Background: an optimization exercise with open tools, aiming at small area. Do not read the settings as production practice.
Only simulation tests tie the RTL to the original design; equivalence was not proved.
Power is estimated from default activity; no workload was simulated.

exp/tundra:
==> flow/design.v (excerpt) <==
module top_module (
    input         clk, rstn,
    input         pkt_vd,
    input         re0, re1, re2,
    input  [7:0]  din,
    output        vo0, vo1, vo2,
    output        busy, error,
    output [7:0]  dout0, dout1, dout2
);
For scale: about 480 flip-flops, roughly 43 I/O pins, about 0.017 mm² of cells after synthesis.
==> flow/config.mk <==
export PLATFORM = sky130hd
export DESIGN_NAME = top_module
export DESIGN_NICKNAME = top_module
export VERILOG_FILES = /design/flow/design.v
export SDC_FILE = /design/flow/constraint.sdc
export NUM_CORES = 4
export LEC_CHECK = 0
export CAP_MARGIN = 20
export CORE_MARGIN = 2
export CORE_UTILIZATION = 60
export GPL_ROUTABILITY_DRIVEN = 0
export GPL_TIMING_DRIVEN = 0
export PLACE_DENSITY = 0.8
export SLEW_MARGIN = 20
==> flow/constraint.sdc <==
create_clock -name core_clock -period 5.0 [get_ports {clk}]
set_input_delay 1.0000 -clock core_clock [delete_from_list [all_inputs] [get_ports {clk}]]
set_output_delay 1.0000 -clock core_clock [all_outputs]
set_load 0.01 [all_outputs]
standard.sh (not shown) runs the stock make flow with config.mk's settings and CLKGATE_MAP_FILE= SYNTH_SCRIPT=/design/flow/synth_recipe.tcl, a recipe that flattens the netlist after the stock synthesis.
==> flow/flow/run.sh <==
#!/bin/bash
# The standard layout (standard.sh), with these changes:
#  - synthesis maps the logic with an area-oriented ABC script (flow/area.abc)
#    and without ORFS's half/full-adder extraction; the rest of the synthesis
#    script is the standard flow's own, so the registers are the standard synthesis's;
#  - no pre-placement timing repair at floorplan (REMOVE_ABC_BUFFERS=1): it
#    upsizes cells against unplaced, unbuffered wire loads;
#  - clock tree: clkbuf_4 sink clusters of up to 10 flops, no dummy loads;
#  - port buffers use the smallest buffer cell (buf_1).
# Each tool's full output goes to ORFS's logs; make's output to standard.log.
set -euo pipefail
HERE=$(pwd)
cat flow/abc_override.tcl synth_recipe.tcl > my_synth.tcl
sed "s#SYNTH_SCRIPT=[^ ]*#SYNTH_SCRIPT=$HERE/my_synth.tcl#" standard.sh > my_standard.sh
export MY_ABC_SCRIPT=$HERE/flow/area.abc
export ADDER_MAP_FILE=
export REMOVE_ABC_BUFFERS=1
export CTS_ARGS="-sink_clustering_enable -repair_clock_nets -buf_list sky130_fd_sc_hd__clkbuf_4 -dont_use_dummy_load -sink_clustering_size 10 -sink_clustering_max_diameter 40"
export BUFFER_PORTS_ARGS="-buffer_cell sky130_fd_sc_hd__buf_1"
bash my_standard.sh > standard.log 2>&1
==> flow/flow/abc_override.tcl <==
# Map the combinational logic with an area-oriented ABC script (flow/area.abc)
# instead of ORFS's delay-driven one. Everything else in synthesis is unchanged.
proc abc {args} {
  set i [lsearch -exact $args -script]
  if { $i >= 0 } { set args [lreplace $args $i [expr {$i + 1}] -script $::env(MY_ABC_SCRIPT)] }
  set i [lsearch -exact $args -D]
  if { $i >= 0 } { set args [lreplace $args $i [expr {$i + 1}]] }
  yosys abc {*}$args
}
==> flow/flow/area.abc <==
strash
&get -n
&st
&dch
&nf -a -R 1000 -Q 100 -C 32
&put
mfs2 -a
strash
&get -n
&st
&dch
&nf -a -R 1000 -Q 100 -C 32
&put
mfs2 -a
strash
&get -n
&st
&dch
&nf -a -R 1000 -Q 100 -C 32
&put
[inputs] exp/fjord vs exp/tundra
Settings: GPL_ROUTABILITY_DRIVEN: 0 -> unset; PLACE_DENSITY: 0.8 -> unset; CAP_MARGIN: 20 -> 0; GPL_TIMING_DRIVEN: 0 -> unset; SLEW_MARGIN: 20 -> 0; CORE_UTILIZATION: 60 -> 40.
==> flow/flow/run.sh <==
#!/bin/bash
# The standard layout (standard.sh) with three changes:
#  - synthesis maps logic with an area-oriented ABC script (flow/area.abc);
#    the rest of the synthesis script, and so every register, is the standard flow's own;
#  - clock tree: no dummy loads, clkbuf_8 sink clusters;
#  - port buffers use the smallest buffer cell.
set -euo pipefail
HERE=$(pwd)
cat flow/abc_override.tcl synth_recipe.tcl > my_synth.tcl
sed "s#SYNTH_SCRIPT=[^ ]*#SYNTH_SCRIPT=$HERE/my_synth.tcl#" standard.sh > my_standard.sh
export MY_ABC_SCRIPT=$HERE/flow/area.abc
export CTS_ARGS="-sink_clustering_enable -repair_clock_nets -buf_list sky130_fd_sc_hd__clkbuf_8 -dont_use_dummy_load -sink_clustering_size 16 -sink_clustering_max_diameter 50"
export BUFFER_PORTS_ARGS="-buffer_cell sky130_fd_sc_hd__buf_1"
bash my_standard.sh > standard.log 2>&1
==> flow/flow/area.abc <==
strash
&get -n
&st
&dch
&nf -a -R 1000
&put
mfs2 -a
strash
&get -n
&st
&dch
&nf -a -R 1000
&put
[summary]
Compared with exp/tundra, exp/fjord shows a lower minimum setup slack after placement.
In the reports for exp/fjord and exp/tundra, the smaller combinational group share of total power belongs to exp/tundra.
exp/tundra → exp/fjord: sequential power shows an increase of about 9%; count of inserted antenna diode cells went down; post-route non-filler standard cell count now larger; total power draw moved up.

[static timing again, ports no longer ideal]
The results above use ideal ports. As a check the final layouts listed here were re-extracted and re-timed, cells and wires unchanged.
Step 1, drivers: a clkbuf_16 drives clk and a buf_2 each remaining input, both assumed.
Step 2 also shifts input and output timing later by t, the mid clock arrival at the registers, as if the neighbouring blocks saw the same clock.
Three values: ideal, step 1, step 2; two values: the first two.
run | t (ns) | setup WS [ns] | latest minus earliest clock arrival (ns) | worst register clock-pin slew, ns | cell pins on the clock port's net
exp/tundra | 0.752 | 1.380 / 1.380 / 1.380 | 0.082 / 0.081 | 0.11 / 0.11 | 1
exp/fjord | 0.645 | 1.900 / 1.911 / 1.280 | 0.057 / 0.057 | 0.10 / 0.10 | 1
After both steps setup and hold are still met in every run listed. The setup slack of exp/fjord, which loses most, moves by +0.011 ns with the drivers and by -0.620 ns with both steps.
